This design comes from an exercise in tuning for small area and a short achievable clock period on the open sky130 flow, not from production work. Where RTL was checked, it was by simulation tests only, not by an equivalence proof against the original. Power figures rest on the tool's default switching activity, not on a simulated workload.

==> flow/design.v (excerpt) <==
module TIMER_TOP (
	input  wire        sys_clk,
	input  wire        sys_rst_n,
	input  wire        tim_psel,
	input  wire        tim_write,
	input  wire        tim_penable,
	input  wire [11:0] tim_paddr,
	input  wire [31:0] tim_pwdata,
	output wire [31:0] tim_prdata,
	input  wire [3:0]  tim_pstrb,
	output wire        tim_pready,
	output wire        tim_int,
	input  wire        dbg_mode
);
clock: 5.5 ns
lec_check: 0
cap_margin: 20
core_margin: 2
core_utilization: 40
setup_slack_margin: 2.9
slew_margin: 20
standard.sh (not shown) runs the stock make flow with config.mk's settings and CLKGATE_MAP_FILE= SYNTH_SCRIPT=/design/flow/synth_recipe.tcl, a recipe that flattens the netlist after the stock synthesis.
==> flow/flow/run.sh <==
#!/bin/bash
set -euo pipefail
WD=$PWD
CLUSTER=$(cat flow/cts_cluster_size 2>/dev/null || echo 30)
CTS_EXTRA=$(cat flow/cts_extra 2>/dev/null || true)
export BUFFER_PORTS_ARGS="-buffer_cell sky130_fd_sc_hd__buf_1"
export CTS_ARGS="-sink_clustering_enable -repair_clock_nets -buf_list sky130_fd_sc_hd__clkbuf_8 -dont_use_dummy_load -sink_clustering_size $CLUSTER $CTS_EXTRA"
if [[ -f flow/abc.script ]]; then
  rm -rf "$WD/scripts_abc"
  cp -r "$FLOW_HOME/scripts" "$WD/scripts_abc"
  cp flow/abc.script "$WD/scripts_abc/abc_speed.script"
  bash standard.sh "SCRIPTS_DIR=$WD/scripts_abc" synth > synth_flow.log 2>&1
fi
bash standard.sh "BUFFER_PORTS_ARGS=$BUFFER_PORTS_ARGS" "CTS_ARGS=$CTS_ARGS" finish > standard_flow.log 2>&1
==> flow/flow/abc.script <==
&get -n
&st
&dch
&nf
&put
Edit:
--- a/flow/design.v
+++ b/flow/design.v
@@ -24,24 +24,16 @@
 			apb_wait <= tim_psel & ~tim_penable;
 			rdy_rd   <= apb_wait & ~tim_write;
 			rdy_wr   <= apb_wait &  tim_write;
 		end
 	end
 	assign tim_pready = rdy_rd | rdy_wr;
 	reg sel_tcr, sel_tdr0, sel_tdr1, sel_tcmp0, sel_tcmp1, sel_tier, sel_tisr, sel_thcsr;
 	wire addr_hi0 = (tim_paddr[11:5] == 7'd0) & (tim_paddr[1:0] == 2'd0);
-	wire sel_tcr_d   = addr_hi0 & (tim_paddr[4:2] == 3'd0);
-	wire sel_tdr0_d  = addr_hi0 & (tim_paddr[4:2] == 3'd1);
-	wire sel_tdr1_d  = addr_hi0 & (tim_paddr[4:2] == 3'd2);
-	wire sel_tcmp0_d = addr_hi0 & (tim_paddr[4:2] == 3'd3);
-	wire sel_tcmp1_d = addr_hi0 & (tim_paddr[4:2] == 3'd4);
-	wire sel_tier_d  = addr_hi0 & (tim_paddr[4:2] == 3'd5);
-	wire sel_tisr_d  = addr_hi0 & (tim_paddr[4:2] == 3'd6);
-	wire sel_thcsr_d = addr_hi0 & (tim_paddr[4:2] == 3'd7);
 	wire [31:0] wdata = tim_pwdata & {{8{tim_pstrb[3]}}, {8{tim_pstrb[2]}}, {8{tim_pstrb[1]}}, {8{tim_pstrb[0]}}};
 	wire we_tcr   = rdy_wr & sel_tcr;
 	wire we_tdr0  = rdy_wr & sel_tdr0;
 	wire we_tdr1  = rdy_wr & sel_tdr1;
 	wire we_tcmp0 = rdy_wr & sel_tcmp0;
 	wire we_tcmp1 = rdy_wr & sel_tcmp1;
 	wire we_tier  = rdy_wr & sel_tier;
 	wire we_tisr  = rdy_wr & sel_tisr;
@@ -182,31 +174,33 @@
 		if (~sys_rst_n) begin
 			int_st <= 1'b0;
 		end else if (we_tisr & wdata[0]) begin
 			int_st <= 1'b0;
 		end else if (int_en & cmp) begin
 			int_st <= 1'b1;
 		end
 	end
-	reg rd1_q, rd1_halt_q;
-	always @(posedge sys_clk) begin
-		rd1_q <= (sel_tcr_d & div_en) | (sel_tdr0_d & cnt_inc[1]) | (sel_tdr1_d & cnt_inc[33])
-		       | (sel_tcmp0_d & ~tcmp0_n[1]) | (sel_tcmp1_d & ~tcmp1_n[1]);
-		rd1_halt_q <= sel_thcsr_d & halt_req;
-	end
-	assign tim_prdata[31:2] =
-		  ({30{sel_tcr}}   & {20'd0, div_val, 6'd0})
-		| ({30{sel_tdr0}}  & cnt_lo[31:2])
-		| ({30{sel_tdr1}}  & cnt_hi[31:2])
-		| ({30{sel_tcmp0}} & tcmp0[31:2])
-		| ({30{sel_tcmp1}} & tcmp1[31:2]);
-	assign tim_prdata[1] = rd1_q | (rd1_halt_q & dbg_mode);
-	assign tim_prdata[0] =
-		  (sel_tcr   & timer_en)
-		| (sel_tdr0  & cnt_lo[0])
-		| (sel_tdr1  & cnt_hi[0])
-		| (sel_tcmp0 & tcmp0[0])
-		| (sel_tcmp1 & tcmp1[0])
-		| (sel_tier  & int_en)
-		| (sel_tisr  & int_st)
-		| (sel_thcsr & halt_req);
+	wire sel_tcr_d   = addr_hi0 & (tim_paddr[4:2] == 3'd0);
+	wire sel_tdr0_d  = addr_hi0 & (tim_paddr[4:2] == 3'd1);
+	wire sel_tdr1_d  = addr_hi0 & (tim_paddr[4:2] == 3'd2);
+	wire sel_tcmp0_d = addr_hi0 & (tim_paddr[4:2] == 3'd3);
+	wire sel_tcmp1_d = addr_hi0 & (tim_paddr[4:2] == 3'd4);
+	wire sel_tier_d  = addr_hi0 & (tim_paddr[4:2] == 3'd5);
+	wire sel_tisr_d  = addr_hi0 & (tim_paddr[4:2] == 3'd6);
+	wire sel_thcsr_d = addr_hi0 & (tim_paddr[4:2] == 3'd7);
+	wire int_st_nw   = int_st | (int_en & cmp);
+	reg [31:0] rd_q;
+	reg        rd_halt_q;
+	always @(posedge sys_clk) begin
+		rd_q <=
+			  ({32{sel_tcr_d}}   & {20'd0, div_val, 6'd0, div_en, timer_en})
+			| ({32{sel_tdr0_d}}  & cnt_inc[31:0])
+			| ({32{sel_tdr1_d}}  & cnt_inc[63:32])
+			| ({32{sel_tcmp0_d}} & ~tcmp0_n)
+			| ({32{sel_tcmp1_d}} & ~tcmp1_n)
+			| ({32{sel_tier_d}}  & {31'd0, int_en})
+			| ({32{sel_tisr_d}}  & {31'd0, int_st_nw})
+			| ({32{sel_thcsr_d}} & {31'd0, halt_req});
+		rd_halt_q <= sel_thcsr_d & halt_req;
+	end
+	assign tim_prdata = {rd_q[31:2], rd_q[1] | (rd_halt_q & dbg_mode), rd_q[0]};
 endmodule
Outcome:
- The changed run finished with timing, DRC and antenna clean
- wire length is higher by about a fifth
- final cell count is higher by a few percent
- cell area is higher by a few percent
- total power is higher by about a fifth
- via count is higher by a few percent
- critical path depth is lower by 3
- setup slack gets better by 420 ps
- synthesized cell count is higher by a little under a tenth
- area after synthesis is higher by roughly a tenth
- clock-buffer cell count is unchanged
- die area is higher by roughly a tenth
- worst hold slack gets worse by 28 ps
- register-to-register slack gets worse by 30 ps
No functional check of the RTL was part of the first run of this note.


TIMER_TOP, a different RTL version from the one above (not shown whole).
Size in the first run: about 1000 cells after synthesis, about 88 I/O pins, roughly 9400 µm² of cells after synthesis.
Settings: LEC_CHECK=0, CAP_MARGIN=20, CORE_MARGIN=2, CORE_UTILIZATION=40, SETUP_SLACK_MARGIN=2.9, SLEW_MARGIN=20; clock period 5.5 ns.
Scripts as last shown in full above: flow/flow/run.sh, flow/flow/abc.script
Edit:
--- a/flow/design.v
+++ b/flow/design.v
@@ -114,54 +114,70 @@
 		sel_tdr1  <= sel_tdr1_d;
 		sel_tcmp0 <= sel_tcmp0_d;
 		sel_tcmp1 <= sel_tcmp1_d;
 		sel_tier  <= sel_tier_d;
 		sel_tisr  <= sel_tisr_d;
 		sel_thcsr <= sel_thcsr_d;
 	end
+	reg out_of_reset;
+	always @(posedge sys_clk or negedge sys_rst_n) begin
+		if (~sys_rst_n)
+			out_of_reset <= 1'b0;
+		else
+			out_of_reset <= 1'b1;
+	end
 	reg timer_en_d;
 	reg [31:0] cnt_lo, cnt_hi;
-	wire clr = timer_en_d & ~timer_en;
-	wire lo_ones = &cnt_lo;
+	wire clr = (timer_en_d & ~timer_en) | ~out_of_reset;
 	always @(posedge sys_clk) begin
 		timer_en_d <= timer_en;
 	end
+	reg lo_full_q;    
 	wire [63:0] cnt = {cnt_hi, cnt_lo};
 	wire [63:0] ones_below;    
 	wire [7:0]  blk_ones;      
 	genvar bi, bk;
 	generate
 		for (bi = 0; bi < 8; bi = bi + 1) begin : g_blk
 			assign blk_ones[bi] = &cnt[8*bi+7:8*bi];
 			for (bk = 0; bk < 8; bk = bk + 1) begin : g_bit
 				if (bi == 0 && bk == 0)
 					assign ones_below[0] = 1'b1;
+				else if (bk == 0 && bi == 4)
+					assign ones_below[32] = lo_full_q;
+				else if (bk == 0 && bi > 4)
+					assign ones_below[8*bi] = lo_full_q & (&blk_ones[bi-1:4]);
 				else if (bk == 0)
 					assign ones_below[8*bi] = &blk_ones[bi-1:0];
 				else
 					assign ones_below[8*bi+bk] = ones_below[8*bi] & (&cnt[8*bi+bk-1:8*bi]);
 			end
 		end
 	endgenerate
+	always @(posedge sys_clk) begin
+		if (clr)
+			lo_full_q <= 1'b0;
+		else if (we_tdr0)
+			lo_full_q <= &wdata;
+		else if (cnt_en)
+			lo_full_q <= ~cnt_lo[0] & (&cnt_lo[31:1]);
+	end
 	wire [63:0] cnt_inc = cnt ^ ({64{cnt_en}} & ones_below);
-	always @(posedge sys_clk or negedge sys_rst_n) begin
-		if (~sys_rst_n) begin
+	always @(posedge sys_clk) begin
+		if (clr) begin
 			cnt_lo <= 32'd0;
 			cnt_hi <= 32'd0;
-		end else if (clr) begin
-			cnt_lo <= 32'd0;
-			cnt_hi <= 32'd0;
 		end else begin
 			cnt_lo <= we_tdr0 ? wdata : cnt_inc[31:0];
 			cnt_hi <= we_tdr1 ? wdata : cnt_inc[63:32];
 		end
 	end
 	reg [31:0] tcmp0_n, tcmp1_n;
-	always @(posedge sys_clk or negedge sys_rst_n) begin
-		if (~sys_rst_n) begin
+	always @(posedge sys_clk) begin
+		if (~out_of_reset) begin
 			tcmp0_n <= 32'h0;
 			tcmp1_n <= 32'h0;
 		end else begin
 			if (we_tcmp0) tcmp0_n <= ~wdata;
 			if (we_tcmp1) tcmp1_n <= ~wdata;
 		end
 	end
- sequential share of layout area decreases by 2.8 points
- wire length is lower by 12%
- design area decreases by 6.7%
- clock-buffer cell count stays the same
- global-route usage decreases by 2.4 points
For the second run of this note, only the layout was checked, not whether the RTL still works.


The RTL this note starts from:
==> flow/design.v <==
module TIMER_TOP (
	input  wire        sys_clk,
	input  wire        sys_rst_n,
	input  wire        tim_psel,
	input  wire        tim_write,
	input  wire        tim_penable,
	input  wire [11:0] tim_paddr,
	input  wire [31:0] tim_pwdata,
	output wire [31:0] tim_prdata,
	input  wire [3:0]  tim_pstrb,
	output wire        tim_pready,
	output wire        tim_int,
	input  wire        dbg_mode
);
	reg apb_wait;    
	reg rdy_rd;      
	reg rdy_wr;      
	always @(posedge sys_clk or negedge sys_rst_n) begin
		if (~sys_rst_n) begin
			apb_wait <= 1'b0;
			rdy_rd   <= 1'b0;
			rdy_wr   <= 1'b0;
		end else begin
			apb_wait <= tim_psel & ~tim_penable;
			rdy_rd   <= apb_wait & ~tim_write;
			rdy_wr   <= apb_wait &  tim_write;
		end
	end
	assign tim_pready = rdy_rd | rdy_wr;
	wire addr_hi0 = (tim_paddr[11:5] == 7'd0) & (tim_paddr[1:0] == 2'd0);
	wire sel_tcr_d   = addr_hi0 & (tim_paddr[4:2] == 3'd0);
	wire sel_tdr0_d  = addr_hi0 & (tim_paddr[4:2] == 3'd1);
	wire sel_tdr1_d  = addr_hi0 & (tim_paddr[4:2] == 3'd2);
	wire sel_tcmp0_d = addr_hi0 & (tim_paddr[4:2] == 3'd3);
	wire sel_tcmp1_d = addr_hi0 & (tim_paddr[4:2] == 3'd4);
	wire sel_tier_d  = addr_hi0 & (tim_paddr[4:2] == 3'd5);
	wire sel_tisr_d  = addr_hi0 & (tim_paddr[4:2] == 3'd6);
	wire sel_thcsr_d = addr_hi0 & (tim_paddr[4:2] == 3'd7);
	reg [31:0] rd_q;
	wire [31:0] wdata = tim_pwdata & {{8{tim_pstrb[3]}}, {8{tim_pstrb[2]}}, {8{tim_pstrb[1]}}, {8{tim_pstrb[0]}}};
	wire we_tcr   = rdy_wr & rd_q[0];
	wire we_tdr0  = rdy_wr & rd_q[1];
	wire we_tdr1  = rdy_wr & rd_q[2];
	wire we_tcmp0 = rdy_wr & rd_q[3];
	wire we_tcmp1 = rdy_wr & rd_q[4];
	wire we_tier  = rdy_wr & rd_q[5];
	wire we_tisr  = rdy_wr & rd_q[6];
	wire we_thcsr = rdy_wr & rd_q[7];
	reg       timer_en;
	reg       div_en;
	reg [3:0] div_val;
	wire tcr_same   = {wdata[11:8], wdata[1]} == {div_val, div_en};
	wire tcr_gt8    = wdata[11] & (|wdata[10:8]);
	wire tcr_en_we  = we_tcr & tcr_same;
	wire tcr_div_we = we_tcr & ~wdata[0] & ~timer_en & ~tcr_gt8;
	always @(posedge sys_clk or negedge sys_rst_n) begin
		if (~sys_rst_n) begin
			timer_en <= 1'b0;
		end else if (tcr_en_we) begin
			timer_en <= wdata[0];
		end
	end
	always @(posedge sys_clk or negedge sys_rst_n) begin
		if (~sys_rst_n) begin
			div_en   <= 1'b0;
			div_val  <= 4'd1;
		end else if (tcr_div_we) begin
			div_en   <= wdata[1];
			div_val  <= wdata[11:8];
		end
	end
	reg int_en, int_st, halt_req;
	wire halt_ack = halt_req & dbg_mode;
	always @(posedge sys_clk or negedge sys_rst_n) begin
		if (~sys_rst_n) begin
			int_en   <= 1'b0;
			halt_req <= 1'b0;
		end else begin
			if (we_tier)  int_en   <= wdata[0];
			if (we_thcsr) halt_req <= wdata[0];
		end
	end
	assign tim_int = int_st & int_en;
	reg [7:0] p;
	reg       p_tc;
	wire [7:1] p_ones;    
	assign p_ones[1] = p[1];
	genvar gi;
	generate
		for (gi = 2; gi < 8; gi = gi + 1) begin : g_pones
			assign p_ones[gi] = p_ones[gi-1] & p[gi];
		end
	endgenerate
	reg p_before_tc;      
	always @(*) begin
		case (div_val)
			4'd1: p_before_tc = ~p[0];
			4'd2: p_before_tc = ~p[0] & p_ones[1];
			4'd3: p_before_tc = ~p[0] & p_ones[2];
			4'd4: p_before_tc = ~p[0] & p_ones[3];
			4'd5: p_before_tc = ~p[0] & p_ones[4];
			4'd6: p_before_tc = ~p[0] & p_ones[5];
			4'd7: p_before_tc = ~p[0] & p_ones[6];
			4'd8: p_before_tc = ~p[0] & p_ones[7];
			default: p_before_tc = 1'b0;
		endcase
	end
	wire div_zero = (div_val == 4'd0);
	always @(posedge sys_clk) begin
		if (~timer_en) begin
			p    <= 8'd0;
			p_tc <= div_zero;
		end else if (~halt_ack) begin
			p    <= p_tc ? 8'd0 : p + 8'd1;
			p_tc <= p_tc ? div_zero : p_before_tc;
		end
	end
	wire cnt_en = timer_en & ~halt_ack & (~div_en | p_tc);
	reg out_of_reset;
	always @(posedge sys_clk or negedge sys_rst_n) begin
		if (~sys_rst_n)
			out_of_reset <= 1'b0;
		else
			out_of_reset <= 1'b1;
	end
	reg timer_en_d;
	reg [31:0] cnt_lo, cnt_hi;
	wire clr = (timer_en_d & ~timer_en) | ~out_of_reset;
	always @(posedge sys_clk) begin
		timer_en_d <= timer_en;
	end
	wire [63:0] cnt = {cnt_hi, cnt_lo};
	wire [63:0] ones_below;    
	wire [7:0]  blk_ones;      
	genvar bi, bk;
	generate
		for (bi = 0; bi < 8; bi = bi + 1) begin : g_blk
			assign blk_ones[bi] = &cnt[8*bi+7:8*bi];
			for (bk = 0; bk < 8; bk = bk + 1) begin : g_bit
				if (bi == 0 && bk == 0)
					assign ones_below[0] = 1'b1;
				else if (bk == 0)
					assign ones_below[8*bi] = &blk_ones[bi-1:0];
				else
					assign ones_below[8*bi+bk] = ones_below[8*bi] & (&cnt[8*bi+bk-1:8*bi]);
			end
		end
	endgenerate
	wire [63:0] cnt_inc = cnt ^ ({64{cnt_en}} & ones_below);
	always @(posedge sys_clk) begin
		if (clr) begin
			cnt_lo <= 32'd0;
			cnt_hi <= 32'd0;
		end else begin
			cnt_lo <= we_tdr0 ? wdata : cnt_inc[31:0];
			cnt_hi <= we_tdr1 ? wdata : cnt_inc[63:32];
		end
	end
	reg [31:0] tcmp0_n, tcmp1_n;
	always @(posedge sys_clk) begin
		if (~out_of_reset) begin
			tcmp0_n <= 32'h0;
			tcmp1_n <= 32'h0;
		end else begin
			if (we_tcmp0) tcmp0_n <= ~wdata;
			if (we_tcmp1) tcmp1_n <= ~wdata;
		end
	end
	wire [31:0] tcmp0 = ~tcmp0_n, tcmp1 = ~tcmp1_n;
	wire cmp = ({tcmp1, tcmp0} == {cnt_hi, cnt_lo});
	always @(posedge sys_clk or negedge sys_rst_n) begin
		if (~sys_rst_n) begin
			int_st <= 1'b0;
		end else if (we_tisr & wdata[0]) begin
			int_st <= 1'b0;
		end else if (int_en & cmp) begin
			int_st <= 1'b1;
		end
	end
	wire int_st_nw   = int_st | (int_en & cmp);
	wire [31:0] rd_d =
			  ({32{sel_tcr_d}}   & {20'd0, div_val, 6'd0, div_en, timer_en})
			| ({32{sel_tdr0_d}}  & cnt_inc[31:0])
			| ({32{sel_tdr1_d}}  & cnt_inc[63:32])
			| ({32{sel_tcmp0_d}} & ~tcmp0_n)
			| ({32{sel_tcmp1_d}} & ~tcmp1_n)
			| ({32{sel_tier_d}}  & {31'd0, int_en})
			| ({32{sel_tisr_d}}  & {31'd0, int_st_nw})
			| ({32{sel_thcsr_d}} & {31'd0, halt_req});
	wire [7:0] wr_sel_d = {sel_thcsr_d, sel_tisr_d, sel_tier_d, sel_tcmp1_d,
	                       sel_tcmp0_d, sel_tdr1_d, sel_tdr0_d, sel_tcr_d};
	reg rd_halt_q;
	always @(posedge sys_clk) begin
		rd_q <= {rd_d[31:8], tim_write ? wr_sel_d : rd_d[7:0]};
		rd_halt_q <= sel_thcsr_d & halt_req;
	end
	assign tim_prdata = {rd_q[31:2], rd_q[1] | (rd_halt_q & dbg_mode), rd_q[0]};
endmodule
export LEC_CHECK = 0
export CAP_MARGIN = 20
export CORE_MARGIN = 2
export CORE_UTILIZATION = 40
export SETUP_SLACK_MARGIN = 2.9
export SLEW_MARGIN = 20
create_clock -name core_clock -period 5.5 [get_ports {sys_clk}]
Scripts as last shown in full above: flow/flow/run.sh, flow/flow/abc.script
Then changed:
--- a/flow/design.v
+++ b/flow/design.v
@@ -24,31 +24,41 @@
 			apb_wait <= tim_psel & ~tim_penable;
 			rdy_rd   <= apb_wait & ~tim_write;
 			rdy_wr   <= apb_wait &  tim_write;
 		end
 	end
 	assign tim_pready = rdy_rd | rdy_wr;
+	reg sel_tcr, sel_tdr0, sel_tdr1, sel_tcmp0, sel_tcmp1, sel_tier, sel_tisr, sel_thcsr;
 	wire addr_hi0 = (tim_paddr[11:5] == 7'd0) & (tim_paddr[1:0] == 2'd0);
 	wire sel_tcr_d   = addr_hi0 & (tim_paddr[4:2] == 3'd0);
 	wire sel_tdr0_d  = addr_hi0 & (tim_paddr[4:2] == 3'd1);
 	wire sel_tdr1_d  = addr_hi0 & (tim_paddr[4:2] == 3'd2);
 	wire sel_tcmp0_d = addr_hi0 & (tim_paddr[4:2] == 3'd3);
 	wire sel_tcmp1_d = addr_hi0 & (tim_paddr[4:2] == 3'd4);
 	wire sel_tier_d  = addr_hi0 & (tim_paddr[4:2] == 3'd5);
 	wire sel_tisr_d  = addr_hi0 & (tim_paddr[4:2] == 3'd6);
 	wire sel_thcsr_d = addr_hi0 & (tim_paddr[4:2] == 3'd7);
-	reg [31:0] rd_q;
+	always @(posedge sys_clk) begin
+		sel_tcr   <= sel_tcr_d;
+		sel_tdr0  <= sel_tdr0_d;
+		sel_tdr1  <= sel_tdr1_d;
+		sel_tcmp0 <= sel_tcmp0_d;
+		sel_tcmp1 <= sel_tcmp1_d;
+		sel_tier  <= sel_tier_d;
+		sel_tisr  <= sel_tisr_d;
+		sel_thcsr <= sel_thcsr_d;
+	end
 	wire [31:0] wdata = tim_pwdata & {{8{tim_pstrb[3]}}, {8{tim_pstrb[2]}}, {8{tim_pstrb[1]}}, {8{tim_pstrb[0]}}};
-	wire we_tcr   = rdy_wr & rd_q[0];
-	wire we_tdr0  = rdy_wr & rd_q[1];
-	wire we_tdr1  = rdy_wr & rd_q[2];
-	wire we_tcmp0 = rdy_wr & rd_q[3];
-	wire we_tcmp1 = rdy_wr & rd_q[4];
-	wire we_tier  = rdy_wr & rd_q[5];
-	wire we_tisr  = rdy_wr & rd_q[6];
-	wire we_thcsr = rdy_wr & rd_q[7];
+	wire we_tcr   = rdy_wr & sel_tcr;
+	wire we_tdr0  = rdy_wr & sel_tdr0;
+	wire we_tdr1  = rdy_wr & sel_tdr1;
+	wire we_tcmp0 = rdy_wr & sel_tcmp0;
+	wire we_tcmp1 = rdy_wr & sel_tcmp1;
+	wire we_tier  = rdy_wr & sel_tier;
+	wire we_tisr  = rdy_wr & sel_tisr;
+	wire we_thcsr = rdy_wr & sel_thcsr;
 	reg       timer_en;
 	reg       div_en;
 	reg [3:0] div_val;
 	wire tcr_same   = {wdata[11:8], wdata[1]} == {div_val, div_en};
 	wire tcr_gt8    = wdata[11] & (|wdata[10:8]);
 	wire tcr_en_we  = we_tcr & tcr_same;
@@ -175,24 +185,22 @@
 			int_st <= 1'b0;
 		end else if (int_en & cmp) begin
 			int_st <= 1'b1;
 		end
 	end
 	wire int_st_nw   = int_st | (int_en & cmp);
-	wire [31:0] rd_d =
+	reg [31:0] rd_q;
+	reg        rd_halt_q;
+	always @(posedge sys_clk) begin
+		rd_q <=
 			  ({32{sel_tcr_d}}   & {20'd0, div_val, 6'd0, div_en, timer_en})
 			| ({32{sel_tdr0_d}}  & cnt_inc[31:0])
 			| ({32{sel_tdr1_d}}  & cnt_inc[63:32])
 			| ({32{sel_tcmp0_d}} & ~tcmp0_n)
 			| ({32{sel_tcmp1_d}} & ~tcmp1_n)
 			| ({32{sel_tier_d}}  & {31'd0, int_en})
 			| ({32{sel_tisr_d}}  & {31'd0, int_st_nw})
 			| ({32{sel_thcsr_d}} & {31'd0, halt_req});
-	wire [7:0] wr_sel_d = {sel_thcsr_d, sel_tisr_d, sel_tier_d, sel_tcmp1_d,
-	                       sel_tcmp0_d, sel_tdr1_d, sel_tdr0_d, sel_tcr_d};
-	reg rd_halt_q;
-	always @(posedge sys_clk) begin
-		rd_q <= {rd_d[31:8], tim_write ? wr_sel_d : rd_d[7:0]};
 		rd_halt_q <= sel_thcsr_d & halt_req;
 	end
 	assign tim_prdata = {rd_q[31:2], rd_q[1] | (rd_halt_q & dbg_mode), rd_q[0]};
 endmodule
Setup slack improves by 67 ps.
Area after synthesis increases by a few percent.
Hold slack loses 35 ps.
Die area rises by a few percent.
Register-to-register slack gets better by 60 ps.
Via count decreases by a few percent.
Core utilization is lower by 1.2 points.
No functional check of the RTL was part of the first run of this note.

what the ideal ports hide:
No port has a modelled driver above. Below, the same layouts with a new extraction and two added sets of constraints.
Step 1 assumes that a clkbuf_16 drives the clock port and a buf_2 every other input.
Step 2 adds t to the input delays and takes it off the output delays; t is the mean of the earliest and latest rising clock arrival at the registers after step 1. Input paths then give back, and output paths get back, about the clock's delay inside the block.
Slacks: ideal / step 1 / step 2; pairs: ideal / step 1.
run	t (ns)	setup WS [ns]	worst setup path after step 2
the first run of note 1	0.499	2.474 / 2.429 / 2.518	input to register
the second run of note 1	0.502	2.898 / 2.857 / 2.510	input to register
the first run of note 2	0.504	2.921 / 2.883 / 2.494	input to register
the second run of note 2	0.498	2.856 / 2.865 / 2.367	input to register
the first run of note 3	0.506	2.844 / 2.853 / 2.363	input to register
the second run of note 3	0.503	2.910 / 2.861 / 2.476	input to register
After both steps every run listed still meets setup and hold. The setup slack of the second run of note 2, which loses most, moves by +0.009 ns with the drivers and by -0.489 ns with both steps.
